Background: an optimization exercise with open tools, aiming at small area. Do not read the settings as production practice. At most, simulation tests tie the RTL to the original design; equivalence was not proved. Function not checked in run 4: the RTL went through the layout flow alone. Power figures rest on the tool's default switching activity, not on a simulated workload.

==> flow/run.sh <==
#!/bin/bash
# Layout flow: the standard ORFS flow with three changes that only
# affect cell area:
#  - input/output ports are buffered with buf_1 instead of the default cell,
#  - clock tree built from clkbuf_4 without dummy loads,

# Each tool's output goes to a log file in the work folder.
set -euo pipefail
export BUFFER_PORTS_ARGS="-buffer_cell sky130_fd_sc_hd__buf_1"
export CTS_ARGS="-sink_clustering_enable -repair_clock_nets -dont_use_dummy_load -buf_list sky130_fd_sc_hd__clkbuf_4"
bash standard.sh synth > synth.log 2>&1
bash standard.sh floorplan > floorplan.log 2>&1
bash standard.sh place > place.log 2>&1
bash standard.sh cts > cts.log 2>&1
bash standard.sh route > route.log 2>&1
bash standard.sh finish > finish.log 2>&1
test -f out/final.def
==> design.v <==
`timescale 1ns / 1ps
module PongWithSound(
	input Clock, Reset, rota, rotb,
	output [2:0] red,
	output [2:0] green,
	output [1:0] blue,
	output hsync, vsync
);
	reg [11:0] c;
	reg [9:0]  y;
	wire [9:0] x = c[11:2];
	wire lineEnd = c[11] & c[10] & c[7];         
	wire yEnd    = y[9] & y[3];                  
	wire x0      = ~|x;
	wire yInc    = x0 & c[1] & ~c[0];            
	reg [11:0] cNext;
	reg [9:0]  yNext;
	always @* begin : comb1
		reg t;
		integer i;
		t = 1'b1;
		for (i = 0; i < 12; i = i + 1) begin
			cNext[i] = c[i] ^ t;
			t = t & c[i];
		end
		if (lineEnd) begin              
			cNext[11] = 1'b0;
			cNext[10] = 1'b0;
			cNext[7]  = 1'b0;
		end
		t = yInc;
		for (i = 0; i < 10; i = i + 1) begin
			yNext[i] = y[i] ^ t;
			t = t & y[i];
		end
		if (yEnd) begin                 
			yNext[9] = 1'b0;
			yNext[3] = 1'b0;
		end
	end
	always @(posedge Clock or posedge Reset)
		if (Reset) begin
			c <= 12'd2;
			y <= 10'd0;
		end
		else begin
			c <= cNext;
			y <= yNext;
		end
	wire [7:0] xl = x[7:0];
	wire hsArea = x[9] & ~x[8] & (xl >= 8'd153) & (xl <= 8'd248);
	assign hsync = ~hsArea;
	assign vsync = ~(y[8] & y[7] & y[6] & y[5] & ~y[4] & y[3] & ~y[2] & y[1]);
	reg [2:0] quadAr, quadBr;
	reg [6:0] pad;
	always @(posedge Clock or posedge Reset)
		if (Reset) begin
			quadAr <= 3'b000;
			quadBr <= 3'b000;
		end
		else begin
			quadAr <= {quadAr[1:0], rota};
			quadBr <= {quadBr[1:0], rotb};
		end
	wire padUp = quadAr[2] ^ quadBr[1];                  
	wire padEn = padUp ^ quadAr[1] ^ quadBr[2];
	reg [6:0] padNext;
	always @* begin : padstep
		reg t;
		integer i;
		t = padEn;
		for (i = 0; i < 7; i = i + 1) t = t & (pad[i] ^ ~padUp);
		t = padEn & ~t;
		for (i = 0; i < 7; i = i + 1) begin
			padNext[i] = pad[i] ^ t;
			t = t & (pad[i] ^ ~padUp);
		end
	end
	always @(posedge Clock or posedge Reset)
		if (Reset) pad <= 7'd0;
		else pad <= padNext;
	reg [8:0] bx;
	reg [7:0] by;
	reg ballXdir, ballYdir, bounceX, bounceY;
	reg [5:0] miss;      
	wire y480       = y[8] & y[7] & y[6] & y[5] & ~|y[4:0];
	wire endOfFrame = x0 & y480;
	wire ballZero   = ~|bx & ~|by;
	wire xUp = ballXdir ^ bounceX;
	wire yUp = ballYdir ^ bounceY;
	wire ballGo   = endOfFrame & ~ballZero;
	wire ballLoad = endOfFrame & ballZero;
	localparam [8:0] LOADX = 9'd240;
	localparam [7:0] LOADY = 8'd150;
	reg [8:0] bxNext;
	reg [7:0] byNext;
	always @* begin : ballstep
		reg t;
		integer i;
		t = ballGo;
		for (i = 0; i < 9; i = i + 1) begin
			bxNext[i] = bx[i] ^ (t | (LOADX[i] & ballLoad));
			t = t & (bx[i] ^ ~xUp);
		end
		t = ballGo;
		for (i = 0; i < 8; i = i + 1) begin
			byNext[i] = by[i] ^ (t | (LOADY[i] & ballLoad));
			t = t & (by[i] ^ ~yUp);
		end
	end
	always @(posedge Clock or posedge Reset)
		if (Reset) begin
			bx <= 9'd0;
			by <= 8'd0;
		end
		else begin
			bx <= bxNext;
			by <= byNext;
		end
	wire yvis    = ~y[9] & ~(y[8] & y[7] & y[6] & y[5]);     
	wire xvis    = ~(x[9] & (x[8] | x[7]));                  
	wire visible = xvis & yvis;
	wire top     = visible & ~|y[9:2];
	wire bottom  = visible & (y[9:2] == 8'd119);
	wire left    = visible & ~|x[9:2];
	wire right   = visible & (x[9:2] == 8'd159);
	wire border  = left | right | top;
	wire [8:0] nxh = ~x[9:1];
	reg [8:0] u;
	always @* begin : padcmp
		reg t;
		integer i;
		t = 1'b0;
		for (i = 0; i < 8; i = i + 1) begin
			u[i] = (i < 7 ? pad[i] : 1'b0) ^ nxh[i+1] ^ t;
			t = ((i < 7 ? pad[i] : 1'b0) & nxh[i+1]) | (((i < 7 ? pad[i] : 1'b0) ^ nxh[i+1]) & t);
		end
		u[8] = t;
	end
	wire paddleRow = (y[9:3] == 7'd55);
	wire paddle = paddleRow & ~u[8] & u[7] & u[6] & u[5] & ~(&u[4:0])
	              & ~(~|u[4:0] & (x[1] | x[0]));
	reg [9:0] vx, vy;
	always @* begin : ballcmp
		reg t;
		integer i;
		t = 1'b0;
		for (i = 0; i < 9; i = i + 1) begin
			vx[i] = bx[i] ^ nxh[i] ^ t;
			t = (bx[i] & nxh[i]) | ((bx[i] ^ nxh[i]) & t);
		end
		vx[9] = t;
		t = 1'b0;
		for (i = 0; i < 9; i = i + 1) begin
			vy[i] = (i < 8 ? by[i] : 1'b0) ^ ~y[i+1] ^ t;
			t = ((i < 8 ? by[i] : 1'b0) & ~y[i+1]) | (((i < 8 ? by[i] : 1'b0) ^ ~y[i+1]) & t);
		end
		vy[9] = t;
	end
	wire ball = ~vx[9] & (&vx[8:2]) & ~vy[9] & (&vy[8:2]);
	wire missed     = visible & |miss;
	wire background = visible & ~(border | paddle | ball);
	wire checkerboard = x[5] ^ y[5];
	assign red   = { missed | border | paddle, 2'b00 };
	assign green = { ~missed & (border | paddle | ball), 2'b00 };
	assign blue  = { ~missed & (border | ball), background & checkerboard };
	always @(posedge Clock or posedge Reset)
		if (Reset) miss <= 6'd0;
		else if (!endOfFrame) begin
			if (ball && bottom) miss <= 6'b000001;
		end
		else if (!ballZero)
			miss <= {miss[4:0], (miss[5] ^ miss[4]) & |miss[4:0]};
	always @(posedge Clock)
		if (!endOfFrame) begin
			if (ball && (left || right))
				bounceX <= 1'b1;
			if (ball && (top || bottom || (paddle && ballYdir)))
				bounceY <= 1'b1;
		end
		else begin
			if (ballZero) begin
				ballXdir <= 1'b1;
				ballYdir <= 1'b1;
			end
			else begin
				if (bounceX) ballXdir <= ~ballXdir;
				if (bounceY) ballYdir <= ~ballYdir;
			end
			bounceX <= 1'b0;
			bounceY <= 1'b0;
		end
endmodule
==> standard.sh <==
#!/bin/bash
# synth_recipe.tcl (not shown) runs the flow's synth.tcl, then flattens the netlist and writes it again
# the make line also repeats each setting of config.mk as NAME=value (left out here)
make -C /OpenROAD-flow-scripts/flow DESIGN_CONFIG=/design/flow/config.mk WORK_HOME=/design/flow/orfs CLKGATE_MAP_FILE= SYNTH_SCRIPT=/design/flow/synth_recipe.tcl "${@:-finish}"
==> config.mk <==
export PLATFORM = sky130hd
export DESIGN_NAME = PongWithSound
export DESIGN_NICKNAME = PongWithSound
export VERILOG_FILES = /design/flow/design.v
export SDC_FILE = /design/flow/constraint.sdc
export NUM_CORES = 4
export LEC_CHECK = 0
export CAP_MARGIN = 20
export CORE_MARGIN = 2
export CORE_UTILIZATION = 40
export SLEW_MARGIN = 20
==> constraint.sdc <==
create_clock -name core_clock -period 10.0 [get_ports {Clock}]
set_input_delay 2.0000 -clock core_clock [delete_from_list [all_inputs] [get_ports {Clock}]]
set_output_delay 2.0000 -clock core_clock [all_outputs]
set_load 0.01 [all_outputs]
==> summary.txt, run 1 <==
* Part of the power in registers at 0.599
* Hold_buf cts at 0
* H-tree levels at 3
* Post-CTS resize count at 0
* Power per cell area at 124 nW/µm²
* Max stage delay on crit path at 0.54 ns
* Min-Delay Path Class: flip-flop to flip-flop
* Switching share of total power at 0.299
* Unrepaired setup endpoints after global routing: no
* Final nets at 394
* Worst-case clock skew at 0.0278 ns
* Main flop type after synthesis: dfrtp_1
* Total power at 492 µW
* CTS clk-pin slew, worst paths at 0.11 ns
* Post-synth EDFFs at 2
* Setup Crit Path Kind: flip-flop to primary output
* Slew @ Worst Pin at 0.960 ns
* Row cnt at 35
* Peak supply drop at 0.0837 mV
* Yosys top cell area share at 0.372
* Slowest-stage cell, CP: nor4_1
* Post-synth cell types at 60
* Setup violators final at 0
* Synth Instances at 334
* I/O pins at 14
* Layout cells sized above 1 at 0.0901
* Synth Area in XOR/XNOR at 0.0842
* Synth area leader: dfrtp_1
* Clk pwr share at 0.255
* Final hold violations at 0
* Final wirelength at 7130 µm
* Chip Height at 102 µm
* P&R area growth vs syn at 3.30%
* Pins Over Slew Limit at 0
* Compound-Gate Fraction of Synth Area at 0.0855
* Total clock sinks at 62
* Fmax at 0.131 GHz
* Leakage dissipation at 0.00180 µW
* Worst-path cell chain: inv_1, ha_1, a31o_2, fa_1, fa_1, fa_1, fa_1, fa_1, fa_1, fa_1, nand4_1, or4_1, inv_1, nor4_1, nor3b_1, buf_1
* Min Tclk post-route at 7.66 ns
* Crit path max fanout at 5
* Status: timing/DRC/antenna clean
* Seq/Total Area, Yosys at 0.405
* Post-route ant nets at 0
* Crit path capture type: primary output
* Storage cell area at 1550 µm²
* Area contributors post-synth: dfrtp_1, fa_1, ha_1
* Post-Synth Adder-Cell Area at 0.181
* Psw at 147 µW
* Vias post-DR at 2491
* Mux cell area share after synthesis at 0.0189
* Syn Std Cell Area at 3830 µm²
* HPWL Detailed at 5350 µm
* R2R Path End: miss[3]
* First-pass GRT wire length at 12700 µm
* DRC viols at 0
* GP Congestion at 0.790
* Synth Area in Simple Gates at 0.160
* Port Buffers at 9
* CP dominant cell by count: fa_1
* YS warnings at 1
* Worst r2r src: c[4]
* Number of fill cells in the layout at 922
* Avg Inst Size Synth at 11.5 µm²
* Dominant combinational cell family by area after synthesis: adder cells
* Slew headroom at 0.358
* Crit path max-delay family: adder cells
* Drt pass-1 iters at 4
* Critical path arrival at 5.66 ns
* FFs w/ async S/R, synth at 0.935
* Skew-Pair Late Insertion Delay at 0.42 ns
* Antenna diodes at 0
* Fin crit share at 0.766
* Worst Setup EP: blue[0]
* Pin count of the biggest net entering global routing at 59
* Setup slack after layout at 2.34 ns
* Comb power frac at 0.146
* Clk buf depth at 2
* Post-CTS setup buffer count at 0
* Sum Neg Setup Slack at 0 ns
* Max_cap viols at 0
* Synth Register Bits at 62
* DR WL/cell at 15.1 µm
* Place WS at 2.82 ns
* Initial antenna violation count at 0
* Total congestion overflow at 0
* Initial Utilization at 0.413
* Number of global-route vias before repair at 2567
* CTS Root Cell: clkbuf_4
* CP Launch Point: c[4]
* Vias per cell at 5.27
* CTS buffer count at 9
* Startpoint types: flip-flop
* FF-to-FF path depth at 15
* Area of the multi-input gates at 2040 µm²
* CTS tree: yes
* Internal Dissipation at 345 µW
* R2R Setup Slk at 4.67 ns
* WP depth at 16
* Die width at 102 µm
* Initial DRC Count at 97
* Worst Path Required at 8.00 ns
* GRT Resource Usage Total at 0.157
* Die area at 10400 µm²
* Buffers & Inverters on Critical Path at 3
* Core area at 9280 µm²
## registers in the layout, indices dropped and copies added (netlist names)
register  cells
c            12
y            10
quadBr        3
pad           7
ballXdir      1
ballYdir      1
miss          6
bx            9
quadAr        3
by            8
bounceX       1
bounceY       1
## worst min path at each step
stage / start / end / depth (start not counted)
after global placement: quadBr[0] / quadBr[1] / 0
after detailed placement: quadAr[0] / quadAr[1] / 0
final: quadAr[0] / quadAr[1] / 0
after floorplan: quadAr[0] / quadAr[1] / 0
after global routing: quadAr[0] / quadAr[1] / 0
after CTS: quadAr[0] / quadAr[1] / 0
## layer usage
metal,track usage,part of all wire
met3,0.0321,0.036
met5,0,0
met1,0.230,0.51
met2,0.229,0.44
met4,0.0626,0.019
## cell usage after synthesis, drive strengths merged, types with 2 or more instances
cell type,n
a211oi,4
xnor2,17
edfxtp,2
inv,25
nor4,8
dfxtp,2
nand3,13
and3,5
dfrtp,57
clkbuf,2
mux2i,5
or3,5
a31oi,2
nand4,12
nand3b,2
a21boi,2
or4,6
nand4b,2
a31o,2
and2,3
bufbuf,2
nor3b,2
xor2,19
o211ai,2
nand2,10
and4,4
o21ai,5
nor3,9
a22o,5
a21oi,13
buf,8
fa,19
nor2,19
mux2,2
ha,25
## power groups by stage
stage / registers, µW / logic, µW / clock network, µW
3_5_place_dp: 300 / 72.8 / 0
2_1_floorplan: 293 / 61.5 / 0
4_1_cts: 295 / 73.1 / 131
3_3_place_gp: 299 / 69.2 / 0
6_report: 295 / 72.0 / 126
5_1_grt: 299 / 85.7 / 143
## logic make-up after synthesis
group                    count (synthesis)
multiplexers                             7
buffers and inverters                   37
other                                    1
adder cells (fa/ha/maj)                 44
AND/OR/NAND/NOR                        104
XOR/XNOR                                36
flip-flops                              62
AO/OA/AOI/OAI                           43
## through the flow
stage	hold WS, ns	instances	cell area (µm²)	utilization
final	0.332	473	3960	0.427
after global routing	0.347	473	3960	0.427
after CTS	0.340	473	3960	0.427
after detailed placement	0.341	464	3890	0.419
after global placement	0.338	464	3890	0.419
after floorplan	0.331	337	3850	-
## cell usage in the layout, fill, tap and decap left out, types with 2 or more instances in the layout
| cell type | synthesis | final |
|---|---|---|
| dfrtp_1 | 57 | 57 |
| ha_1 | 25 | 25 |
| inv_1 | 25 | 24 |
| fa_1 | 19 | 19 |
| nor2_1 | 18 | 18 |
| xor2_1 | 18 | 18 |
| xnor2_1 | 17 | 17 |
| nand3_1 | 13 | 13 |
| nand4_1 | 11 | 11 |
| nand2_1 | 10 | 10 |
| clkbuf_4 | 0 | 9 |
| buf_1 | 0 | 9 |
| nor3_1 | 8 | 8 |
| a21oi_1 | 8 | 8 |
| nor4_1 | 7 | 7 |
| or4_1 | 5 | 5 |
| a21oi_2 | 5 | 5 |
| a22o_1 | 5 | 5 |
| and3_1 | 5 | 5 |
| mux2i_1 | 5 | 5 |
| or3_1 | 5 | 5 |
| and4_1 | 4 | 4 |
| o21ai_0 | 4 | 4 |
| conb_1 | 1 | 4 |
| and2_1 | 3 | 3 |
| nand3b_1 | 2 | 2 |
| nand4b_1 | 2 | 2 |
| o211ai_1 | 2 | 2 |
| a31o_2 | 2 | 2 |
| nor3b_1 | 2 | 2 |
| a21boi_0 | 2 | 2 |
| mux2_2 | 2 | 2 |
| a211oi_1 | 2 | 2 |
| a31oi_1 | 2 | 2 |
| a211oi_2 | 2 | 2 |
| edfxtp_1 | 2 | 2 |
| dfxtp_1 | 2 | 2 |
## area by class of cell
cell class / instances / share of cell area
multi-input combinational: 238 / 0.516
inverter: 25 / 0.0237
timing repair buffer: 10 / 0.0104
sequential: 62 / 0.392
tap: 129 / 0.0407
clock buffer: 9 / 0.0171
==> inputs of run 2 (changes only) <==
==> flow/run.sh (replaced) <==
#!/bin/bash
# Layout flow: the standard ORFS flow (standard.sh, unchanged synthesis)
# with two changes that only affect cell area:
#  - input/output ports are buffered with buf_1 instead of the default cell,
#  - the clock tree is built from clkbuf_4 without dummy loads.
# Each step's output goes to a log file of its own in the work folder.
set -euo pipefail
export BUFFER_PORTS_ARGS="-buffer_cell sky130_fd_sc_hd__buf_1"
export CTS_ARGS="-sink_clustering_enable -repair_clock_nets -dont_use_dummy_load -buf_list sky130_fd_sc_hd__clkbuf_4"
bash standard.sh synth > synth.log 2>&1
bash standard.sh floorplan > floorplan.log 2>&1
bash standard.sh place > place.log 2>&1
bash standard.sh cts > cts.log 2>&1
bash standard.sh route > route.log 2>&1
bash standard.sh finish > finish.log 2>&1
test -f out/final.def
==> run 2 against run 1 <==
Effect of this change:
- still clean on timing, DRC and antenna
- non-clock buffer count is the same
- critical path depth is the same
- fmax is the same
- global-route usage is the same
- first-iteration DRC count is the same
- sequential share of layout area is the same
==> summary.txt, run 2 <==
* Power per cell area at 124 nW/µm² (unchanged)
* Synth area leader: dfrtp_1
* R2R Setup Slk at 4.67 ns (about the same)
* Total congestion overflow at 0 (unchanged)
* H-tree levels at 3 (unchanged)
* Most frequent cells in the layout: dfrtp_1, ha_1, inv_1
* Slew @ Worst Pin at 0.960 ns (unchanged)
* Setup slack after layout at 2.34 ns (unchanged)
* Port Buffers at 9 (unchanged)
* Post-synth cell types at 60 (unchanged)
* GRT Resource Usage Total at 0.157 (unchanged)
* DRC viols at 0 (unchanged)
* First-pass GRT wire length at 12700 µm (unchanged)
* Worst Setup EP: blue[0]
* Non-Filler Instances at 473 (unchanged)
* R2R Path End: miss[3]
* YS warnings at 1 (unchanged)
* Final hold violations at 0 (unchanged)
* Final wirelength at 7130 µm (unchanged)
* Peak supply drop at 0.0837 mV (unchanged)
* Skew-Pair Late Insertion Delay at 0.42 ns (about the same)
* Post-synth EDFFs at 2 (unchanged)
* CTS Root Cell: clkbuf_4
* Critical path arrival at 5.66 ns (about the same)
* Worst-case clock skew at 0.0278 ns (unchanged)
* Register with the most flip-flops: c
* Internal Dissipation at 345 µW (unchanged)
* Vias per cell at 5.27 (unchanged)
* I/O pins at 14 (unchanged)
* Crit path max fanout at 5 (unchanged)
* Worst r2r src: c[4]
* Drt pass-1 iters at 4 (unchanged)
* Synth Register Bits at 62 (unchanged)
* Commonest non-fill, non-tap cell in the layout: dfrtp_1
* Fmax at 0.131 GHz (unchanged)
* Sum Neg Setup Slack at 0 ns (unchanged)
* Syn Std Cell Area at 3830 µm² (unchanged)
* Die width at 102 µm (unchanged)
* Worst Path Required at 8.00 ns (about the same)
* Setup violators final at 0 (unchanged)
* Psw at 147 µW (unchanged)
* Initial DRC Count at 97 (unchanged)
* P&R area growth vs syn at 3.30% (unchanged)
* Max stage delay on crit path at 0.54 ns (about the same)
* Unrepaired setup endpoints after global routing: no
* DR WL/cell at 15.1 µm (unchanged)
* Final nets at 394 (unchanged)
* Hold path depth at 0 (unchanged)
* Most frequent cell after synthesis: dfrtp_1
* Number of global-route vias before repair at 2567 (unchanged)
* CP Launch Point: c[4]
* Clk pwr share at 0.255 (about the same)
* Antenna diodes at 0 (unchanged)
* Post-CTS resize count at 0 (unchanged)
* Total clock sinks at 62 (unchanged)
* FFs w/ async S/R, synth at 0.935 (unchanged)
* CP dominant cell by count: fa_1
* Area contributors post-synth: dfrtp_1, fa_1, ha_1
* Initial antenna violation count at 0 (unchanged)
* Initial Utilization at 0.413 (unchanged)
* Crit path capture type: primary output
* Switching share of total power at 0.299 (unchanged)
* Seq/Total Area, Yosys at 0.405 (unchanged)
* Avg Inst Size Synth at 11.5 µm² (unchanged)
* Final instance area at 3960 µm² (unchanged)
* Vias post-DR at 2491 (unchanged)
* Hold_buf cts at 0 (unchanged)
* Fin crit share at 0.766 (unchanged)
* HPWL Detailed at 5350 µm (unchanged)
* GP Congestion at 0.790 (unchanged)
* Min Tclk post-route at 7.66 ns (unchanged)
* Most frequent cells after synthesis: dfrtp_1, ha_1, inv_1
* Status: timing/DRC/antenna clean
* CTS buffer count at 9 (unchanged)
* DP Area at 3890 µm² (unchanged)
* Max reg flops at 12 (unchanged)
* Main flop type after synthesis: dfrtp_1
* Biggest regs: c (12), y (10), bx (9)
* Place WS at 2.82 ns (unchanged)
* Comb power frac at 0.146 (about the same)
* Slowest-stage cell, CP: nor4_1
* Pin count of the biggest net entering global routing at 59 (unchanged)
* Chip Height at 102 µm (unchanged)
* Startpoint types: flip-flop
* Max_cap viols at 0 (unchanged)
* Part of the power in registers at 0.599 (about the same)
* FF-to-FF path depth at 15 (unchanged)
* Yosys top cell area share at 0.372 (unchanged)
* Leakage dissipation at 0.00180 µW (unchanged)
* Worst-path cell chain: inv_1, ha_1, a31o_2, fa_1, fa_1, fa_1, fa_1, fa_1, fa_1, fa_1, nand4_1, or4_1, inv_1, nor4_1, nor3b_1, buf_1
* Min-Delay Path Class: flip-flop to flip-flop
* Row cnt at 35 (unchanged)
* Inst Count DP at 464 (unchanged)
* Post-CTS setup buffer count at 0 (unchanged)
* Setup Crit Path Kind: flip-flop to primary output
* Layout cells sized above 1 at 0.0901 (unchanged)
* Total power at 492 µW (unchanged)
* Slew headroom at 0.358 (unchanged)
* CTS clk-pin slew, worst paths at 0.11 ns (about the same)
* Pins Over Slew Limit at 0 (unchanged)
* CTS tree: yes
* Core area at 9280 µm² (unchanged)
* Post-route ant nets at 0 (unchanged)
* Synth Instances at 334 (unchanged)
* Clk buf depth at 2 (unchanged)
* Die area at 10400 µm² (unchanged)
[run 2: cells by family after synthesis]
logic type,share of synthesized area
simple gates,0.160
flops,0.405
xor+xnor,0.0842
mux,0.0189
buf+inv,0.0649
compound gates,0.0855
other cells,0.000978
fa+ha+maj,0.181
[run 2: metal layers]
metal / routed length, µm / up-vias / global-route usage
met5: 0 / - / 0
met4: 137 / 0 / 0.0626
met3: 257 / 12 / 0.0321
met2: 3120 / 44 / 0.229
met1: 3620 / 1231 / 0.230
li1: - / 1204 / -
[run 2: cell type report]
class,instances,area [µm²]
Clock buffer,9,67.6
Fill cell,922,5320
Inverter,25,93.8
Multi-Input combinational cell,238,2040
Sequential cell,62,1550
Tap cell,129,161
Timing Repair Buffer,10,41.3
[run 2: worst min-delay path by stage]
stage,from,endpoint,slack [ns]
2_1_floorplan,quadAr[0],quadAr[1],0.33
3_3_place_gp,quadBr[0],quadBr[1],0.34
3_5_place_dp,quadAr[0],quadAr[1],0.34
4_1_cts,quadAr[0],quadAr[1],0.34
5_1_grt,quadAr[0],quadAr[1],0.35
6_report,quadAr[0],quadAr[1],0.33
[run 2: critical path: cells and delay by family (launching register included)]
family	cells	cell delay, ns
and+or+nand+nor	4	1.10
buffers and inverters	3	0.37
adders and majority gates	8	3.08
AOI/OAI and AO/OA	1	0.25
DFF	1	0.44
[run 2: power groups by stage]
| stage | logic, µW | registers, µW | clock network [µW] |
|---|---|---|---|
| 2_1_floorplan | 61.5 | 293 | 0 |
| 3_3_place_gp | 69.2 | 299 | 0 |
| 3_5_place_dp | 72.8 | 300 | 0 |
| 4_1_cts | 73.1 | 295 | 131 |
| 5_1_grt | 85.7 | 299 | 143 |
| 6_report | 72.0 | 295 | 126 |
[run 2: metrics by stage]
step / hold slack [ns] / utilization
2_1_floorplan: 0.331 / -
6_report: 0.332 / 0.427
3_5_place_dp: 0.341 / 0.419
3_3_place_gp: 0.338 / 0.419
4_1_cts: 0.340 / 0.427
5_1_grt: 0.347 / 0.427
==> inputs of run 3 (changes only) <==
==> flow/run.sh (replaced) <==
#!/bin/bash
# Layout flow: the standard ORFS flow (standard.sh) with changes that
# only affect cell area:
#  - synthesis runs the standard flow's synthesis script on a copy of ORFS's scripts in
#    which ABC maps the logic with an area-oriented script (flow/abc.script)
#    and Yosys does not extract full/half adder cells; everything before
#    technology mapping (and so every register, its name and its cell) is
#    the same as in the standard synthesis,
#  - input/output ports are buffered with buf_1 instead of the default cell,
#  - the clock tree is built from clkbuf_2/clkbuf_4 without dummy loads.
# Each step's output goes to a log file of its own in the work folder.
set -euo pipefail
W=$PWD
rm -rf "$W/scripts_area"
cp -r "$FLOW_HOME/scripts" "$W/scripts_area"
cp "$W/flow/abc.script" "$W/scripts_area/abc_speed.script"
sed -i '/^[[:space:]]*extract_fa /d' "$W/scripts_area/synth.tcl"
export BUFFER_PORTS_ARGS="-buffer_cell sky130_fd_sc_hd__buf_1"
export CTS_ARGS="-sink_clustering_enable -repair_clock_nets -dont_use_dummy_load -buf_list {sky130_fd_sc_hd__clkbuf_2 sky130_fd_sc_hd__clkbuf_4}"
bash standard.sh SCRIPTS_DIR="$W/scripts_area" synth > synth.log 2>&1
bash standard.sh floorplan > floorplan.log 2>&1
bash standard.sh place > place.log 2>&1
bash standard.sh cts > cts.log 2>&1
bash standard.sh route > route.log 2>&1
bash standard.sh finish > finish.log 2>&1
test -f out/final.def
==> flow/abc.script (new file) <==
strash
&get -n
&fraig -x
&put
scorr
dc2
strash
dch -f
amap
topo
==> run 3 against run 2 <==
Effect of this change:
- clock power fell by 5%
- register-to-register slack improved by 1.4 ns
- global-route usage is 3.2 points higher
- sequential power decreased by 4%
- still clean on timing, DRC and antenna
- die area down 9.1%
- count of clock-buffer cells in the layout is the same
- core utilization up 1.9 points
==> summary.txt, run 3 <==
* Status: timing/DRC/antenna clean
* Part of the power in registers at 0.573 (-0.026)
* Slew headroom at 0.509 (+0.151)
* Commonest non-fill, non-tap cell in the layout: nor2_1
* Area contributors post-synth: dfrtp_1, clkinv_1, nor2_1
* Internal Dissipation at 339 µW (-1.7%)
* Min Tclk post-route at 5.41 ns (-2.25 ns)
* Skew-Pair Late Insertion Delay at 0.40 ns (-0.02 ns)
* FF-to-FF path depth at 15 (unchanged)
* DR WL/cell at 14.3 µm (-5.1%)
* Core area at 8300 µm² (-11%)
* Syn Std Cell Area at 3470 µm² (-9.4%)
* Hold_buf cts at 0 (unchanged)
* Number of fill cells in the layout at 843 (-8.6%)
* Min-Delay Path Class: flip-flop to flip-flop
* Hold slack at 0.362 ns (+0.0295 ns)
* Post-synth EDFFs at 2 (unchanged)
* Max_cap viols at 0 (unchanged)
* Final nets at 478 (+21%)
* First-pass GRT wire length at 14400 µm (+14%)
* Initial antenna violation count at 0 (unchanged)
* Final hold violations at 0 (unchanged)
* HPWL Detailed at 6300 µm (+18%)
* R2R Path End: by[7]
* Critical path arrival at 3.41 ns (-2.25 ns)
* FFs w/ async S/R, synth at 0.935 (unchanged)
* Slew @ Worst Pin at 0.736 ns (-0.224 ns)
* Power per cell area at 134 nW/µm² (+7.4%)
* Peak supply drop at 0.0567 mV (-32%)
* CTS buffer count at 9 (unchanged)
* Psw at 154 µW (+4.5%)
* Drt pass-1 iters at 4 (unchanged)
* Total congestion overflow at 0 (unchanged)
* Vias per cell at 5.50 (+4.4%)
* Worst r2r src: c[9]
* Setup Crit Path Kind: flip-flop to primary output
* Chip Height at 97.2 µm (-4.6%)
* Final wirelength at 8260 µm (+16%)
* Synth area leader: dfrtp_1
* Max reg flops at 12 (unchanged)
* Register with the most flip-flops: c
* Crit path max fanout at 6 (+1)
* Total clock sinks at 62 (unchanged)
* Leakage dissipation at 0.00145 µW (-20%)
* Most frequent cells in the layout: nor2_1, clkinv_1, dfrtp_1
* Biggest regs: c (12), y (10), bx (9)
* Synth Instances at 454 (+36%)
* Post-synth cell types at 36 (-40%)
* DRC viols at 0 (unchanged)
* H-tree levels at 3 (unchanged)
* GRT Resource Usage Total at 0.189 (+0.0315)
* CTS Root Cell: clkbuf_4
* Pins Over Slew Limit at 0 (unchanged)
* R2R Setup Slk at 6.06 ns (+1.39 ns)
* Worst Path Required at 8.00 ns (about the same)
* Unrepaired setup endpoints after global routing: no
* CTS tree: yes
* CTS clk-pin slew, worst paths at 0.11 ns (about the same)
* Yosys top cell area share at 0.411 (+0.0387)
* Avg Inst Size Synth at 7.65 µm² (-33%)
* Clk pwr share at 0.243 (-0.012)
* Initial DRC Count at 225 (+130%)
* Crit path capture type: primary output
* Fin crit share at 0.541 (-0.225)
* Seq/Total Area, Yosys at 0.447 (+0.0422)
* Clk buf depth at 2 (unchanged)
* Most frequent cells after synthesis: clkinv_1, nor2_1, dfrtp_1
* Startpoint types: flip-flop
* Initial Utilization at 0.419 (+0.00544)
* Post-CTS setup buffer count at 0 (unchanged)
* Fmax at 0.185 GHz (+42%)
* Comb power frac at 0.183 (+0.037)
* Die width at 97.2 µm (-4.6%)
* YS warnings at 1 (unchanged)
* Port Buffers at 9 (unchanged)
* Switching share of total power at 0.312 (+0.0130)
* Post-CTS resize count at 0 (unchanged)
* GP Congestion at 0.879 (+11%)
* Main flop type after synthesis: dfrtp_1
* Synth Register Bits at 62 (unchanged)
* Worst Hold End: quadAr[1]
* Vias post-DR at 3171 (+27%)
* Worst-case clock skew at 0.0271 ns (-0.000787 ns)
* Sum Neg Setup Slack at 0 ns (unchanged)
* Post-route ant nets at 0 (unchanged)
* Layout cells sized above 1 at 0.0254 (-0.0647)
* Number of global-route vias before repair at 2912 (+13%)
* P&R area growth vs syn at 6.38%
* Setup violators final at 0 (unchanged)
* Die area at 9440 µm² (-9.1%)
* Pin count of the biggest net entering global routing at 59 (unchanged)
* Antenna diodes at 0 (unchanged)
* Row cnt at 33 (-5.7%)
* Hold path start: quadAr[0]
* Hold path depth at 0 (unchanged)
* I/O pins at 14 (unchanged)
## run 3: cell types whose count changed after synthesis, moves of 25 or more
cell and delta:
clkinv_1 +75, a21oi_1 +28, ha_1 -25, inv_1 -25, nor2_1 +57, nand2_1 +40
o21ai_0 +35
## run 3: routing by layer
metal | part of all wire | up-vias | track usage
met1 | 0.49 | 1483 | 0.265
met5 | 0 | - | 0
li1 | - | 1638 | -
met3 | 0.030 | 6 | 0.0475
met2 | 0.47 | 44 | 0.295
met4 | 0.012 | 0 | 0.0433
## run 3: logic make-up after synthesis
group / Yosys count / share of synthesized area
buffers and inverters: 79 / 0.0897
other: 1 / 0.00108
flip-flops: 62 / 0.447
AO/OA/AOI/OAI: 142 / 0.251
AND/OR/NAND/NOR: 170 / 0.211
## run 3: metrics by stage
step / area [µm²] / total power (µW) / worst slack (ns) / utilization / cells
floorplan: 3480 / 357 / 5.57 / - / 457
global placement: 3630 / 374 / 5.18 / 0.437 / 568
detailed placement: 3630 / 377 / 5.04 / 0.437 / 568
CTS: 3690 / 501 / 4.56 / 0.445 / 577
global route: 3690 / 529 / 4.25 / 0.445 / 577
finish: 3690 / 493 / 4.59 / 0.445 / 577
## run 3: final cells by class
type                       instances  area (µm²)  share of cell area
timing repair buffer              10        41.3              0.0112
tap                              105         131              0.0356
inverter                          75         282              0.0762
sequential                        62        1550               0.420
multi-input combinational        316        1620               0.439
clock buffer                       9        67.6              0.0183
## run 3: power groups by stage
stage	Clock (µW)	Combinational (µW)	Sequential [µW]
2_1_floorplan	0	74.6	283
3_3_place_gp	0	86.7	288
3_5_place_dp	0	89.3	287
4_1_cts	129	89.9	282
5_1_grt	139	104	286
6_report	120	90.4	283
## run 3: worst max-delay path by stage
stage,endpoint,from,slack (ns)
finish,green[2],c[5],4.59
global route,green[2],c[5],4.25
CTS,green[2],c[5],4.56
detailed placement,green[2],c[5],5.04
global placement,green[2],c[5],5.18
floorplan,blue[0],c[5],5.57
## run 3: critical path, cell delays in order (launching register included)
cell and delay (ns):
dfrtp_1 0.45, clkinv_1 0.20, o22ai_1 0.25, nor3_1 0.09, o21bai_1 0.17, nand2_1 0.07
o21ai_0 0.10, nand2_1 0.09, o21ai_0 0.10, nand2_1 0.09, o21ai_0 0.10, and4_1 0.22
nor4_1 0.55, clkinv_1 0.20, a21oi_1 0.17, buf_1 0.16
==> inputs of run 4 (changes only) <==
--- a/design.v
+++ b/design.v
@@ -38,7 +38,7 @@
 			yNext[3] = 1'b0;
 		end
 	end
-	always @(posedge Clock or posedge Reset)
+	always @(posedge Clock)
 		if (Reset) begin
 			c <= 12'd2;
 			y <= 10'd0;
@@ -47,13 +47,13 @@
 			c <= cNext;
 			y <= yNext;
 		end
-	wire [7:0] xl = x[7:0];
-	wire hsArea = x[9] & ~x[8] & (xl >= 8'd153) & (xl <= 8'd248);
+	wire hsArea = x[9] & ~x[8] & x[7] & (x[6] | x[5] | (x[4] & x[3] & |x[2:0]))
+	              & ~(x[6] & x[5] & x[4] & x[3] & |x[2:0]);
 	assign hsync = ~hsArea;
 	assign vsync = ~(y[8] & y[7] & y[6] & y[5] & ~y[4] & y[3] & ~y[2] & y[1]);
 	reg [2:0] quadAr, quadBr;
 	reg [6:0] pad;
-	always @(posedge Clock or posedge Reset)
+	always @(posedge Clock)
 		if (Reset) begin
 			quadAr <= 3'b000;
 			quadBr <= 3'b000;
@@ -76,7 +76,7 @@
 			t = t & (pad[i] ^ ~padUp);
 		end
 	end
-	always @(posedge Clock or posedge Reset)
+	always @(posedge Clock)
 		if (Reset) pad <= 7'd0;
 		else pad <= padNext;
 	reg [8:0] bx;
@@ -108,7 +108,7 @@
 			t = t & (by[i] ^ ~yUp);
 		end
 	end
-	always @(posedge Clock or posedge Reset)
+	always @(posedge Clock)
 		if (Reset) begin
 			bx <= 9'd0;
 			by <= 8'd0;
@@ -164,7 +164,7 @@
 	assign red   = { missed | border | paddle, 2'b00 };
 	assign green = { ~missed & (border | paddle | ball), 2'b00 };
 	assign blue  = { ~missed & (border | ball), background & checkerboard };
-	always @(posedge Clock or posedge Reset)
+	always @(posedge Clock)
 		if (Reset) miss <= 6'd0;
 		else if (!endOfFrame) begin
 			if (ball && bottom) miss <= 6'b000001;
==> run 4 against run 3 <==
Effect of this change:
- critical path depth did not move
- critical path type unchanged
- critical endpoint unchanged
- core utilization fell by 0.69 points
- wire length rose by 2.9%
- largest power group unchanged
- non-clock buffer count did not move
- sequential share of layout area fell by 7.0 points
- still clean
==> summary.txt, run 4 <==
* Status: timing/DRC/antenna clean
* Most frequent cells after synthesis: nor2_1, clkinv_1, dfxtp_1
* FFs w/ async S/R, synth at 0 (-0.935)
* Die width at 95.9 µm (-1.3%)
* M1 wire length at 4250 µm (+5.7%)
* Skew-Pair Late Insertion Delay at 0.42 ns (+0.02 ns)
* YS warnings at 1 (unchanged)
* Total power at 436 µW (-12%)
* First-pass GRT wire length at 14300 µm (-0.76%)
* Vias post-DR at 3378 (+6.5%)
* Biggest regs: c (12), y (10), bx (9)
* Area of the multi-input gates at 1850 µm² (+14%)
* Port Buffers at 9 (unchanged)
* Chip Height at 95.9 µm (-1.3%)
* Peak supply drop at 0.0664 mV (+17%)
* Uppermost layer routed: met4
* Storage cell area at 1260 µm² (-19%)
* Critical path arrival at 3.59 ns (+0.18 ns)
* Fin crit share at 0.559 (+0.0190)
* Unrepaired setup endpoints after global routing: no
* Met3 WL at 432 µm (+76%)
* Slew headroom at 0.349 (-0.160)
* Min-Delay Path Class: flip-flop to flip-flop
* Initial antenna violation count at 0 (unchanged)
* CTS buffer count at 9 (unchanged)
* Max reg flops at 12 (unchanged)
* Layout cells sized above 1 at 0.0221 (-0.00329)
* Post-route ant nets at 0 (unchanged)
* Post-CTS setup buffer count at 0 (unchanged)
* Clk buf depth at 2 (unchanged)
* DRC viols at 0 (unchanged)
* Worst Path Required at 8.00 ns (about the same)
* Total congestion overflow at 0 (unchanged)
* Antenna diodes at 0 (unchanged)
* Hold_buf cts at 0 (unchanged)
* HPWL Detailed at 6360 µm (+1.0%)
* Startpoint types: flip-flop
* Crit path max fanout at 7 (+1)
* CTS tree: yes
* Synth Register Bits at 62 (unchanged)
* Number of global-route vias before repair at 3060 (+5.1%)
* Met2 WL at 3690 µm (-5.4%)
* I/O pins at 14 (unchanged)
* Seq/Total Area, Yosys at 0.373 (-0.0737)
* Core area at 8220 µm² (-1.0%)
* Syn Std Cell Area at 3380 µm² (-2.7%)
* Most frequent cell after synthesis: nor2_1
* Commonest non-fill, non-tap cell in the layout: nor2_1
* Initial DRC Count at 198 (-12%)
* Most frequent cells in the layout: nor2_1, clkinv_1, dfxtp_1
* Min Tclk post-route at 5.59 ns (+0.190 ns)
* Max_cap viols at 0 (unchanged)
* Sum Neg Setup Slack at 0 ns (unchanged)
* Leakage dissipation at 0.00117 µW (-19%)
* Total clock sinks at 62 (unchanged)
* Register with the most flip-flops: c
* Post-synth cell types at 34 (-5.6%)
* Final nets at 503 (+5.2%)
* Number of fill cells in the layout at 865 (+2.6%)
* Synth Instances at 479 (+5.5%)
* H-tree levels at 3 (unchanged)
* DR WL/cell at 14.1 µm (-1.4%)
* CTS Root Cell: clkbuf_4
* Final hold violations at 0 (unchanged)
* Power per cell area at 121 nW/µm² (-9.4%)
* Vias per cell at 5.61 (+2.1%)
* Pin count of the biggest net entering global routing at 42 (-29%)
* Slew @ Worst Pin at 0.952 ns (+0.216 ns)
* Yosys top cell area share at 0.356 (-0.0551)
* Synth area leader: dfxtp_1
* Row cnt at 33 (unchanged)
* Avg Inst Size Synth at 7.05 µm² (-7.8%)
* P&R area growth vs syn at 6.59%
* Final wirelength at 8500 µm (+2.9%)
* Post-CTS resize count at 0 (unchanged)
* Worst-case clock skew at 0.0327 ns (+0.00563 ns)
* Initial Utilization at 0.411 (-0.00737)
* Main flop type after synthesis: dfxtp_1
* Setup violators final at 0 (unchanged)
* GP Congestion at 0.884 (+0.58%)
* Pins Over Slew Limit at 0 (unchanged)
* Area contributors post-synth: dfxtp_1, nor2_1, clkinv_1
* Die area at 9200 µm² (-2.6%)
* Drt pass-1 iters at 4 (unchanged)
* GRT Resource Usage Total at 0.201 (+0.0121)
* Fmax at 0.179 GHz (-3.4%)
* Setup Crit Path Kind: flip-flop to primary output
* Crit path capture type: primary output
* CTS clk-pin slew, worst paths at 0.12 ns (about the same)
* Post-synth EDFFs at 2 (unchanged)
==> run 4: kinds of logic (layout without fill, tap and decap cells) <==
logic type             count (synthesis)  after routing  share of synthesized area
other                                  1              4                    0.00111
XOR/XNOR                               1              1                    0.00259
AO/OA/AOI/OAI                        152            152                      0.286
flip-flops                            62             62                      0.373
AND/OR/NAND/NOR                      193            193                      0.255
buffers and inverters                 70             85                     0.0822
==> run 4: cell type report <==
| cell class | instances | area share |
|---|---|---|
| flip-flops and latches | 62 | 0.350 |
| clock buffers | 9 | 0.0188 |
| well taps | 105 | 0.0365 |
| repair buffers | 10 | 0.0118 |
| multi-input cells | 350 | 0.514 |
| inverters | 66 | 0.0688 |
==> run 4: stage by stage <==
stage	instances	hold WS [ns]	instance area [µm²]	utilization	setup WS, ns
after floorplan	482	0.414	3390	-	5.54
after global placement	593	0.419	3530	0.430	4.91
after detailed placement	593	0.424	3530	0.430	4.82
after CTS	602	0.453	3600	0.438	4.36
after global routing	602	0.461	3600	0.438	4.06
final	602	0.449	3600	0.438	4.41
==> run 4: worst paths after layout <==
| check | from | endpoint | slack, ns | depth (start not counted) |
|---|---|---|---|---|
| max | c[5] | green[2] | 4.41 | 15 |
| min | quadAr[0] | quadAr[1] | 0.45 | 1 |
| min reg2reg | quadAr[0] | quadAr[1] | 0.45 | 1 |
| max reg2reg | quadBr[1] | pad[6] | 6.03 | 19 |
==> run 4: where the power goes <==
part / switching, µW / total (µW) / internal, µW
Combinational: 34.1 / 52.5 / 18.4
Sequential: 6.28 / 261 / 255
Clock: 80.4 / 122 / 41.7
Total: 121 / 436 / 315
==> run 4: critical path: stages (launching register included) <==
cell       delay [ns]
dfxtp_1          0.45
clkinv_1         0.20
o22ai_1          0.31
o22ai_1          0.16
nand2_1          0.09
o21ai_0          0.10
nand2_1          0.08
o21ai_0          0.09
nand2_1          0.09
o21ai_0          0.10
nand4_1          0.10
o21ai_0          0.09
a2111oi_0        0.76
clkinv_1         0.21
a21oi_1          0.18
buf_1            0.16
==> run 4: layer usage <==
| metal | GRT usage | vias to the layer above |
|---|---|---|
| met5 | 0 | - |
| met4 | 0.0690 | 0 |
| met3 | 0.0399 | 15 |
| met2 | 0.312 | 64 |
| met1 | 0.278 | 1530 |
| li1 | - | 1769 |
==> inputs of run 5 (changes only) <==
--- a/design.v
+++ b/design.v
@@ -51,19 +51,26 @@
 	              & ~(x[6] & x[5] & x[4] & x[3] & |x[2:0]);
 	assign hsync = ~hsArea;
 	assign vsync = ~(y[8] & y[7] & y[6] & y[5] & ~y[4] & y[3] & ~y[2] & y[1]);
-	reg [2:0] quadAr, quadBr;
+	reg qa, qb, en1, up1, en2, up2;
 	reg [6:0] pad;
-	always @(posedge Clock)
+	always @(posedge Clock) begin
 		if (Reset) begin
-			quadAr <= 3'b000;
-			quadBr <= 3'b000;
-		end
-		else begin
-			quadAr <= {quadAr[1:0], rota};
-			quadBr <= {quadBr[1:0], rotb};
-		end
-	wire padUp = quadAr[2] ^ quadBr[1];                  
-	wire padEn = padUp ^ quadAr[1] ^ quadBr[2];
+			qa <= 1'b0;
+			qb <= 1'b0;
+			en1 <= 1'b0;
+			en2 <= 1'b0;
+		end
+		else begin
+			qa <= rota;
+			qb <= rotb;
+			en1 <= qa ^ rota ^ qb ^ rotb;
+			en2 <= en1;
+		end
+		up1 <= qa ^ rotb;
+		up2 <= up1;
+	end
+	wire padUp = up2;                                    
+	wire padEn = en2;
 	reg [6:0] padNext;
 	always @* begin : padstep
 		reg t;
==> run 5 against run 4 <==
Effect of this change:
- worst setup slack improved by 0.025 ns
- worst hold slack got worse by 0.084 ns
- clock skew increased by 0.0030 ns
- largest cell class unchanged
==> summary.txt, run 5 <==
* Post-route ant nets at 0 (unchanged)
* Post-CTS setup buffer count at 0 (unchanged)
* Power per cell area at 113 nW/µm² (-6.9%)
* Clk buf depth at 2 (unchanged)
* CTS clk-pin slew, worst paths at 0.11 ns (about the same)
* Slew @ Worst Pin at 0.949 ns (-0.00227 ns)
* Unrepaired setup endpoints after global routing: no
* Area of the multi-input gates at 1830 µm² (-1.0%)
* Most frequent cells in the layout: nor2_1, clkinv_1, dfxtp_1
* FF-to-FF path depth at 14 (-5)
* Post-synth cell types at 37 (+8.8%)
* Vias per cell at 5.46 (-2.7%)
* P&R area growth vs syn at 6.81%
* Slew headroom at 0.365 (+0.0163)
* Worst Path Required at 8.00 ns (about the same)
* Synth area leader: dfxtp_1
* Setup violators final at 0 (unchanged)
* Max reg flops at 12 (unchanged)
* Layout cells sized above 1 at 0.0219 (-0.000220)
* Status: timing/DRC/antenna clean
* Inst Count DP at 598 (+0.84%)
* Die area at 9200 µm² (about the same)
* Total power at 407 µW (-6.6%)
* Row cnt at 33 (unchanged)
* Area contributors post-synth: dfxtp_1, nor2_1, clkinv_1
* Hold_buf cts at 0 (unchanged)
* GP Congestion at 0.896 (+1.3%)
* GRT Resource Usage Total at 0.202 (+0.00108)
* Final nets at 508 (+0.99%)
* FFs w/ async S/R, synth at 0 (unchanged)
* Pins Over Slew Limit at 0 (unchanged)
* Drt pass-1 iters at 5 (+1)
* Post-synth EDFFs at 2 (unchanged)
* Number of fill cells in the layout at 903 (+4.4%)
* Biggest regs: c (12), y (10), bx (9)
* Initial antenna violation count at 0 (unchanged)
* Core area at 8220 µm² (unchanged)
* Non-Filler Instances at 607 (+0.83%)
* Port Buffers at 9 (unchanged)
* DRC viols at 0 (unchanged)
* Worst-case clock skew at 0.0357 ns (+0.00305 ns)
* Synth Register Bits at 62 (unchanged)
* Most frequent cells after synthesis: nor2_1, clkinv_1, dfxtp_1
* Peak supply drop at 0.0708 mV (+6.6%)
* Hold path depth at 0 (-1)
* Synth Instances at 483 (+0.84%)
* Storage cell area at 1260 µm² (unchanged)
* YS warnings at 1 (unchanged)
* Yosys top cell area share at 0.355 (about the same)
* Final wirelength at 8600 µm (+1.2%)
* H-tree levels at 3 (unchanged)
* Pin count of the biggest net entering global routing at 38 (-9.5%)
* DR WL/cell at 14.2 µm (+0.34%)
* Total congestion overflow at 0 (unchanged)
* Number of global-route vias before repair at 2988 (-2.4%)
* Main flop type after synthesis: dfxtp_1
* Sum Neg Setup Slack at 0 ns (unchanged)
* Fin crit share at 0.557 (-0.00251)
* Commonest non-fill, non-tap cell in the layout: nor2_1
* Min-Delay Path Class: flip-flop to flip-flop
* Initial DRC Count at 205 (+3.5%)
* Die width at 95.9 µm (about the same)
* Final instance area at 3610 µm² (+0.28%)
* Max_cap viols at 0 (unchanged)
* First-pass GRT wire length at 14300 µm (+0.14%)
* DP Area at 3540 µm² (+0.28%)
* Chip Height at 95.9 µm (about the same)
* CTS Root Cell: clkbuf_4
* Post-CTS resize count at 0 (unchanged)
* Most frequent cell after synthesis: nor2_1
* Skew-Pair Late Insertion Delay at 0.42 ns (about the same)
* Critical path arrival at 3.57 ns (-0.02 ns)
* Setup Crit Path Kind: flip-flop to primary output
* Fmax at 0.180 GHz (+0.45%)
* Startpoint types: flip-flop
* Crit path max fanout at 5 (-2)
* CTS tree: yes
* Crit path capture type: primary output
* Min Tclk post-route at 5.57 ns (-0.0251 ns)
* Syn Std Cell Area at 3380 µm² (about the same)
* Final hold violations at 0 (unchanged)
* I/O pins at 14 (unchanged)
* Register with the most flip-flops: c
* Vias post-DR at 3314 (-1.9%)
* HPWL Detailed at 6600 µm (+3.7%)
* Antenna diodes at 0 (unchanged)
* Avg Inst Size Synth at 7.00 µm² (-0.75%)
* Initial Utilization at 0.411 (about the same)
* Leakage dissipation at 0.00120 µW (+2.1%)
* CTS buffer count at 9 (unchanged)
* Total clock sinks at 62 (unchanged)
* Seq/Total Area, Yosys at 0.373 (about the same)
[run 5: changes by cell type in the layout (fill, tap and decap cells not counted), moves of 3 or more]
cell / previous run / this run
clkinv_1: 66 / 72
a21oi_1: 29 / 32
nand4_1: 8 / 3
nor2b_1: 9 / 4
a221oi_1: 11 / 8
[run 5: worst paths after layout]
check             from      end  slack (ns)
setup / recovery  c[5]  blue[0]        4.43
hold / removal     up1      up2        0.37
setup reg to reg  c[4]    by[7]        5.99
hold reg to reg    up1      up2        0.37
[run 5: final cells by class]
cell class,instances,area share
repair buffers,11,0.0135
multi-input cells,348,0.507
well taps,105,0.0364
flip-flops and latches,62,0.349
clock buffers,9,0.0187
inverters,72,0.0748
[run 5: stage by stage]
stage,hold slack [ns],worst slack [ns],utilization
2_1_floorplan,0.310,5.45,-
3_3_place_gp,0.313,4.69,0.431
3_5_place_dp,0.321,4.92,0.431
4_1_cts,0.369,4.45,0.439
5_1_grt,0.383,4.02,0.439
6_report,0.365,4.43,0.439
[run 5: report_power, final]
group	switching, µW	total [µW]	internal [µW]
Clock	79.3	121	41.7
Combinational	19.2	28.7	9.56
Sequential	4.34	257	253
[run 5: logic make-up after synthesis]
logic type / after synthesis / synth area share
compound gates: 159 / 0.298
xor+xnor: 1 / 0.00259
buf+inv: 76 / 0.0888
flops: 62 / 0.373
other cells: 1 / 0.00111
simple gates: 184 / 0.237
[run 5: worst max-delay path, stage by stage, from the launching register on]
cell       delay [ns]
dfxtp_1          0.43
clkinv_1         0.18
o22ai_1          0.27
o22ai_1          0.14
nand2_1          0.09
o21ai_0          0.10
nand2_1          0.09
o21ai_0          0.10
o21ai_0          0.25
nor2_1           0.08
a2111oi_1        0.86
clkinv_1         0.22
nand2_1          0.16
nor3_1           0.08
buf_1            0.13
[run 5: routing by layer]
| layer | vias up | GRT usage | wire [µm] |
|---|---|---|---|
| li1 | 1790 | - | - |
| met1 | 1457 | 0.256 | 4130 |
| met2 | 57 | 0.337 | 3990 |
| met3 | 10 | 0.0540 | 355 |
| met4 | 0 | 0.0583 | 126 |
| met5 | - | 0 | 0 |
==> inputs of run 6 (changes only) <==
--- a/design.v
+++ b/design.v
@@ -88,13 +88,14 @@
 		else pad <= padNext;
 	reg [8:0] bx;
 	reg [7:0] by;
-	reg ballXdir, ballYdir, bounceX, bounceY;
+	reg dirX, dirY, bounceX, bounceY;    
 	reg [5:0] miss;      
 	wire y480       = y[8] & y[7] & y[6] & y[5] & ~|y[4:0];
 	wire endOfFrame = x0 & y480;
 	wire ballZero   = ~|bx & ~|by;
-	wire xUp = ballXdir ^ bounceX;
-	wire yUp = ballYdir ^ bounceY;
+	wire xUp = dirX;
+	wire yUp = dirY;
+	wire ballYdir = dirY ^ bounceY;
 	wire ballGo   = endOfFrame & ~ballZero;
 	wire ballLoad = endOfFrame & ballZero;
 	localparam [8:0] LOADX = 9'd240;
@@ -180,19 +181,19 @@
 			miss <= {miss[4:0], (miss[5] ^ miss[4]) & |miss[4:0]};
 	always @(posedge Clock)
 		if (!endOfFrame) begin
-			if (ball && (left || right))
+			if (ball && (left || right) && !bounceX) begin
 				bounceX <= 1'b1;
-			if (ball && (top || bottom || (paddle && ballYdir)))
+				dirX <= ~dirX;
+			end
+			if (ball && (top || bottom || (paddle && ballYdir)) && !bounceY) begin
 				bounceY <= 1'b1;
+				dirY <= ~dirY;
+			end
 		end
 		else begin
 			if (ballZero) begin
-				ballXdir <= 1'b1;
-				ballYdir <= 1'b1;
-			end
-			else begin
-				if (bounceX) ballXdir <= ~ballXdir;
-				if (bounceY) ballYdir <= ~ballYdir;
+				dirX <= 1'b1;
+				dirY <= 1'b1;
 			end
 			bounceX <= 1'b0;
 			bounceY <= 1'b0;
--- a/flow/run.sh
+++ b/flow/run.sh
@@ -2,10 +2,11 @@
 # Layout flow: the standard ORFS flow (standard.sh) with changes that
 # only affect cell area:
 #  - synthesis runs the standard flow's synthesis script on a copy of ORFS's scripts in
-#    which ABC maps the logic with an area-oriented script (flow/abc.script)
-#    and Yosys does not extract full/half adder cells; everything before
-#    technology mapping (and so every register, its name and its cell) is
-#    the same as in the standard synthesis,
+#    which ABC restructures and maps the logic with an area-oriented script
+#    (flow/abc.script: AIG rewriting, a 20 s &deepsyn search, then the amap
+#    area mapper) and Yosys does not extract full/half adder cells;
+#    everything before technology mapping (and so every register, its name
+#    and its cell) is the same as in the standard synthesis,
 #  - input/output ports are buffered with buf_1 instead of the default cell,
 #  - the clock tree is built from clkbuf_2/clkbuf_4 without dummy loads.
 # Each step's output goes to a log file of its own in the work folder.
==> flow/abc.script (replaced) <==
strash
&get -n
&fraig -x
&put
scorr
dc2
&get -n
&deepsyn -T 20
&put
dch -f
amap
topo
==> run 6 against run 5 <==
Effect of this change:
- still clean
- die area fell by 3.9%
- count of clock-buffer cells in the layout did not move
- critical path depth fell by 5
- worst hold slack got worse by 0.026 ns
- largest power group unchanged
==> summary.txt, run 6 <==
* Chip Height at 94.0 µm (-2.0%)
* I/O pins at 14 (unchanged)
* Worst-path cell chain: clkinv_1, nor4_1, clkinv_1, o211ai_1, o21bai_1, nor2b_1, o31ai_1, nor4_1, buf_1
* Clk buf depth at 2 (unchanged)
* Vias per cell at 5.65 (+3.5%)
* HPWL Detailed at 6640 µm (+0.60%)
* Hold slack at 0.339 ns (-0.0260 ns)
* Biggest regs: c (12), y (10), bx (9)
* Core area at 7810 µm² (-5.0%)
* FF-to-FF path depth at 19 (+5)
* Post-synth EDFFs at 2 (unchanged)
* Commonest non-fill, non-tap cell in the layout: nor2_1
* Most frequent cells in the layout: nor2_1, clkinv_1, dfxtp_1
* Fmax at 0.203 GHz (+13%)
* Fin crit share at 0.492 (-0.0653)
* Inst Count DP at 573 (-4.2%)
* Critical path arrival at 2.92 ns (-0.65 ns)
* CTS clk-pin slew, worst paths at 0.11 ns (about the same)
* Yosys top cell area share at 0.371 (+0.0152)
* Syn Std Cell Area at 3240 µm² (-4.1%)
* Pin count of the biggest net entering global routing at 37 (-2.6%)
* Synth area leader: dfxtp_1
* Slew @ Worst Pin at 0.489 ns (-0.460 ns)
* Slowest-stage cell, CP: dfxtp_1
* DRC viols at 0 (unchanged)
* Final instance area at 3460 µm² (-4.2%)
* First-pass GRT wire length at 15200 µm (+6.2%)
* Pins Over Slew Limit at 0 (unchanged)
* Hold_buf cts at 0 (unchanged)
* Slew headroom at 0.671 (+0.306)
* Post-CTS setup buffer count at 0 (unchanged)
* Min Tclk post-route at 4.92 ns (-0.653 ns)
* Vias post-DR at 3289 (-0.75%)
* Drt pass-1 iters at 4 (-1)
* Skew-Pair Late Insertion Delay at 0.42 ns (about the same)
* GRT Resource Usage Total at 0.220 (+0.0178)
* Buffers & Inverters on Critical Path at 3 (unchanged)
* Crit path max-delay family: simple AND/OR/NAND/NOR gates
* FFs w/ async S/R, synth at 0 (unchanged)
* Final nets at 486 (-4.3%)
* Initial DRC Count at 295 (+44%)
* Synth Instances at 462 (-4.3%)
* Max_cap viols at 0 (unchanged)
* Total congestion overflow at 0 (unchanged)
* P&R area growth vs syn at 6.72% (about the same)
* Final wirelength at 8770 µm (+1.9%)
* Hold path depth at 0 (unchanged)
* Post-synth cell types at 33 (-11%)
* Total clock sinks at 62 (unchanged)
* YS warnings at 1 (unchanged)
* Die width at 94.0 µm (-2.0%)
* Sum Neg Setup Slack at 0 ns (unchanged)
* CTS Root Cell: clkbuf_4
* WP depth at 9 (-5)
* Initial Utilization at 0.415 (+0.00377)
* Synth Register Bits at 62 (unchanged)
* DP Area at 3390 µm² (-4.3%)
* CTS buffer count at 9 (unchanged)
* Worst-case clock skew at 0.0385 ns (+0.00274 ns)
* Most frequent cell after synthesis: nor2_1
* Die area at 8840 µm² (-3.9%)
* Setup Crit Path Kind: flip-flop to primary output
* Initial antenna violation count at 0 (unchanged)
* Peak supply drop at 0.0725 mV (+2.4%)
* H-tree levels at 3 (unchanged)
* Antenna diodes at 0 (unchanged)
* Layout cells sized above 1 at 0.0208 (-0.00108)
* Max reg flops at 12 (unchanged)
* Avg Inst Size Synth at 7.02 µm² (+0.25%)
* Crit path max fanout at 7 (+2)
* Min-Delay Path Class: flip-flop to flip-flop
* Row cnt at 32 (-3.0%)
* Startpoint types: flip-flop
* Most frequent cells after synthesis: nor2_1, clkinv_1, dfxtp_1
* Power per cell area at 118 nW/µm² (+4.6%)
* Area contributors post-synth: dfxtp_1, nor2_1, clkinv_1
* Final hold violations at 0 (unchanged)
* Post-route ant nets at 0 (unchanged)
* GP Congestion at 0.909 (+1.5%)
* CTS tree: yes
* Crit path capture type: primary output
* Max stage delay on crit path at 0.40 ns (-0.46 ns)
* DR WL/cell at 15.1 µm (+6.3%)
* Post-CTS resize count at 0 (unchanged)
* Port Buffers at 9 (unchanged)
* Main flop type after synthesis: dfxtp_1
* Setup violators final at 0 (unchanged)
* Number of global-route vias before repair at 3055 (+2.2%)
* Leakage dissipation at 0.00117 µW (-1.8%)
* Non-Filler Instances at 582 (-4.1%)
* Register with the most flip-flops: c
* Seq/Total Area, Yosys at 0.389 (+0.0160)
* Unrepaired setup endpoints after global routing: no
* Worst Path Required at 8.00 ns (about the same)
* Status: timing/DRC/antenna clean
==> run 6: cell types whose count changed after synthesis, moves of 3 or more <==
cell | before | now
o22ai_1 | 17 | 12
a21oi_1 | 32 | 18
or3_1 | 6 | 3
clkinv_1 | 72 | 78
nor4_1 | 7 | 12
nand2_1 | 35 | 16
nor2_1 | 92 | 116
o21ai_0 | 43 | 32
nand4_1 | 3 | 7
==> run 6: cells by family (layout without fill, tap and decap cells) <==
family,after synthesis,count (layout),synth area share
buffers and inverters,82,97,0.0996
other,1,4,0.00116
and+or+nand+nor,190,190,0.254
AOI/OAI and AO/OA,127,127,0.256
DFF,62,62,0.389
==> run 6: power breakdown <==
group / leakage [µW] / switching [µW] / internal, µW
registers: 0.000505 / 4.45 / 253
clock network: 0.0000414 / 82.2 / 41.8
logic: 0.000628 / 17.1 / 9.02
==> run 6: layout make-up <==
cell class	count	area, µm²
Sequential cell	62	1260
Inverter	78	293
Fill cell	828	4350
Multi-Input combinational cell	321	1670
Timing Repair Buffer	10	41.3
Clock buffer	9	67.6
Tap cell	102	128
==> run 6: worst paths after layout <==
kind	from	end	slack (ns)
setup / recovery	y[5]	blue[0]	5.08
hold / removal	up1	up2	0.34
setup reg to reg	y[5]	bx[7]	5.47
hold reg to reg	up1	up2	0.34
==> run 6: metal layers <==
layer | vias up | part of all wire | global-route usage
li1 | 1675 | - | -
met1 | 1495 | 0.49 | 0.314
met2 | 101 | 0.44 | 0.329
met3 | 18 | 0.052 | 0.0337
met4 | 0 | 0.024 | 0.0918
met5 | - | 0 | 0
==> run 6: through the flow <==
stage | setup WS [ns] | power [µW] | utilization
after floorplan | 5.98 | 282 | -
after global placement | 5.60 | 289 | 0.434
after detailed placement | 5.55 | 289 | 0.434
after CTS | 5.11 | 410 | 0.443
after global routing | 4.85 | 427 | 0.443
final | 5.08 | 408 | 0.443
==> run 6: worst reg2reg max path, cell delays in order, from the launching register on <==
cell,delay [ns]
dfxtp_1,0.40
clkinv_1,0.20
nor4_1,0.38
clkinv_1,0.20
or3_1,0.33
nor3_1,0.43
clkinv_1,0.26
nor2_1,0.30
clkinv_1,0.21
nor2_1,0.24
clkinv_1,0.15
o21ai_0,0.26
clkinv_1,0.12
nor2_1,0.16
clkinv_1,0.10
nor3_1,0.23
nor2_1,0.10
clkinv_1,0.07
o221ai_1,0.12
a211oi_1,0.24
==> inputs of run 7 (changes only) <==
--- a/flow/run.sh
+++ b/flow/run.sh
@@ -9,6 +9,7 @@
 #    and its cell) is the same as in the standard synthesis,
 #  - input/output ports are buffered with buf_1 instead of the default cell,
 #  - the clock tree is built from clkbuf_2/clkbuf_4 without dummy loads.
+#  - the constant-0 outputs share one tie cell (no tie fanout repair).
 # Each step's output goes to a log file of its own in the work folder.
 set -euo pipefail
 W=$PWD
@@ -17,6 +18,7 @@
 cp "$W/flow/abc.script" "$W/scripts_area/abc_speed.script"
 sed -i '/^[[:space:]]*extract_fa /d' "$W/scripts_area/synth.tcl"
 export BUFFER_PORTS_ARGS="-buffer_cell sky130_fd_sc_hd__buf_1"
+export SKIP_REPAIR_TIE_FANOUT=1
 export CTS_ARGS="-sink_clustering_enable -repair_clock_nets -dont_use_dummy_load -buf_list {sky130_fd_sc_hd__clkbuf_2 sky130_fd_sc_hd__clkbuf_4}"
 bash standard.sh SCRIPTS_DIR="$W/scripts_area" synth > synth.log 2>&1
 bash standard.sh floorplan > floorplan.log 2>&1
==> run 7 against run 6 <==
Effect of this change:
- still clean
- power fell by 0.32%
- die area did not move
- sequential cell count did not move
- cell count fell by 0.52%
- via count barely moved
- register-to-register slack got worse by 0.15 ns
- first-iteration DRC count fell by 17%
- critical endpoint unchanged
- highest routed layer unchanged
==> summary.txt, run 7 <==
* Status: timing/DRC/antenna clean
* Seq/Total Area, Yosys at 0.389 (unchanged)
* Area contributors post-synth: dfxtp_1, nor2_1, clkinv_1
* Vias per cell at 5.68 (+0.46%)
* Fmax at 0.203 GHz (-0.38%)
* Worst Setup EP: blue[0]
* Biggest regs: c (12), y (10), bx (9)
* Power per cell area at 118 nW/µm² (about the same)
* Synth Register Bits at 62 (unchanged)
* Post-CTS setup buffer count at 0 (unchanged)
* GP Congestion at 0.891 (-2.0%)
* CTS clk-pin slew, worst paths at 0.11 ns (about the same)
* Area of the multi-input gates at 1660 µm² (-0.67%)
* Initial DRC Count at 245 (-17%)
* Main flop type after synthesis: dfxtp_1
* P&R area growth vs syn at 6.37%
* WP depth at 9 (unchanged)
* Vias post-DR at 3287 (-0.061%)
* Layout cells sized above 1 at 0.0210 (+0.000131)
* Inst Count DP at 570 (-0.52%)
* Fin crit share at 0.494 (+0.00185)
* Worst-path cell chain: clkinv_1, nor4_1, clkinv_1, o211ai_1, o21bai_1, nor2b_1, o31ai_1, nor4_1, buf_1
* Initial antenna violation count at 0 (unchanged)
* Mux cell area share after synthesis at 0 (unchanged)
* Crit path max fanout at 7 (unchanged)
* Worst-case clock skew at 0.0307 ns (-0.00773 ns)
* Slew @ Worst Pin at 0.537 ns (+0.0482 ns)
* Die area at 8840 µm² (unchanged)
* Drt pass-1 iters at 5 (+1)
* FFs w/ async S/R, synth at 0 (unchanged)
* Total clock sinks at 62 (unchanged)
* Leakage dissipation at 0.00116 µW (-0.83%)
* Unrepaired setup endpoints after global routing: no
* DR WL/cell at 15.1 µm (+0.32%)
* Final wirelength at 8750 µm (-0.19%)
* Avg Inst Size Synth at 7.02 µm² (unchanged)
* Non-Filler Instances at 579 (-0.52%)
* Sum Neg Setup Slack at 0 ns (unchanged)
* Hold slack at 0.337 ns (-0.00165 ns)
* Storage cell area at 1260 µm² (unchanged)
* Buffers & Inverters on Critical Path at 3 (unchanged)
* Crit path max-delay family: simple AND/OR/NAND/NOR gates
* Post-CTS resize count at 0 (unchanged)
* Dominant combinational cell family by area after synthesis: compound AO/OA/AOI/OAI gates
* Post-Synth Adder-Cell Area at 0 (unchanged)
* Crit path capture type: primary output
* Setup Crit Path Kind: flip-flop to primary output
* Port Buffers at 9 (unchanged)
* R2R Path End: bx[7]
* Synth Instances at 462 (unchanged)
* Most frequent cells in the layout: nor2_1, clkinv_1, dfxtp_1
* Skew-Pair Late Insertion Delay at 0.41 ns (about the same)
* CTS tree: yes
* Synth Area in Simple Gates at 0.254 (unchanged)
* Compound-Gate Fraction of Synth Area at 0.256 (unchanged)
* Final nets at 483 (-0.62%)
* Antenna diodes at 0 (unchanged)
* YS warnings at 1 (unchanged)
* Pin count of the biggest net entering global routing at 37 (unchanged)
* R2R Setup Slk at 5.32 ns (-0.15 ns)
* Min-Delay Path Class: flip-flop to flip-flop
* H-tree levels at 3 (unchanged)
* Synth area leader: dfxtp_1
* Syn Std Cell Area at 3240 µm² (unchanged)
* GRT Resource Usage Total at 0.217 (-0.00299)
* Row cnt at 32 (unchanged)
* Die width at 94.0 µm (unchanged)
* Register with the most flip-flops: c
* Most frequent cells after synthesis: nor2_1, clkinv_1, dfxtp_1
* Yosys top cell area share at 0.371 (unchanged)
* Startpoint types: flip-flop
[run 7: changes by cell type in the layout (fill, tap and decap cells not counted)]
cell,previous run,this run
conb_1,4,1
[run 7: where the power goes]
part / switching, µW / internal, µW / total, µW
clock: 80.6 / 41.8 / 122
sequential: 4.38 / 253 / 258
combinational: 17.5 / 9.02 / 26.5
[run 7: kinds of logic (layout without fill, tap and decap cells)]
family	Yosys count	after routing
AND/OR/NAND/NOR	190	190
other	1	1
AO/OA/AOI/OAI	127	127
buffers and inverters	82	97
flip-flops	62	62
[run 7: worst min-delay path by stage]
| stage | from | endpoint | slack [ns] | depth (start not counted) |
|---|---|---|---|---|
| after floorplan | up1 | up2 | 0.31 | 0 |
| after global placement | up1 | up2 | 0.31 | 0 |
| after detailed placement | up1 | up2 | 0.31 | 0 |
| after CTS | up1 | up2 | 0.34 | 0 |
| after global routing | up1 | up2 | 0.35 | 0 |
| final | up1 | up2 | 0.34 | 0 |
[run 7: stage by stage]
stage	utilization	instance area, µm²	worst slack [ns]
6_report	0.442	3450	5.06
3_3_place_gp	0.433	3380	5.56
3_5_place_dp	0.433	3380	5.40
2_1_floorplan	-	3240	5.98
5_1_grt	0.442	3450	4.83
4_1_cts	0.442	3450	5.08
[run 7: routing by layer]
| layer | share of wire | vias to the layer above | global-route usage |
|---|---|---|---|
| li1 | - | 1660 | - |
| met1 | 0.49 | 1503 | 0.307 |
| met2 | 0.45 | 108 | 0.329 |
| met3 | 0.050 | 16 | 0.0425 |
| met4 | 0.016 | 0 | 0.0749 |
| met5 | 0 | - | 0 |
[run 7: cell type report]
class / instances / area share
Timing Repair Buffer: 10 / 0.0120
Sequential cell: 62 / 0.366
Clock buffer: 9 / 0.0196
Tap cell: 102 / 0.0370
Multi-Input combinational cell: 318 / 0.481
Inverter: 78 / 0.0849

separate check: timing with driven ports:
Ports are ideal in the flow. The routed layouts listed here were re-timed in OpenROAD.
Step 1 assumes that a clkbuf_16 drives the clock port and a buf_2 every other input.
Step 2, shift: input delay + t, output delay - t, t = (earliest + latest rising clock arrival at the registers) / 2. This alone moves slack from input paths to output paths.
Three values: ideal ports, drivers, drivers and shift; two values: the first two.
| run | t, ns | setup WS [ns] |
|---|---|---|
| run 1 | 0.435 | 2.343 / 2.314 / 2.749 |
| run 2 | 0.435 | 2.343 / 2.314 / 2.749 |
| run 3 | 0.418 | 4.595 / 4.566 / 4.984 |
| run 4 | 0.435 | 4.405 / 4.376 / 4.812 |
| run 5 | 0.432 | 4.430 / 4.401 / 4.833 |
| run 6 | 0.428 | 5.083 / 5.054 / 5.473 |
| run 7 | 0.423 | 5.065 / 5.040 / 5.325 |
After both steps every run listed still meets setup and hold.
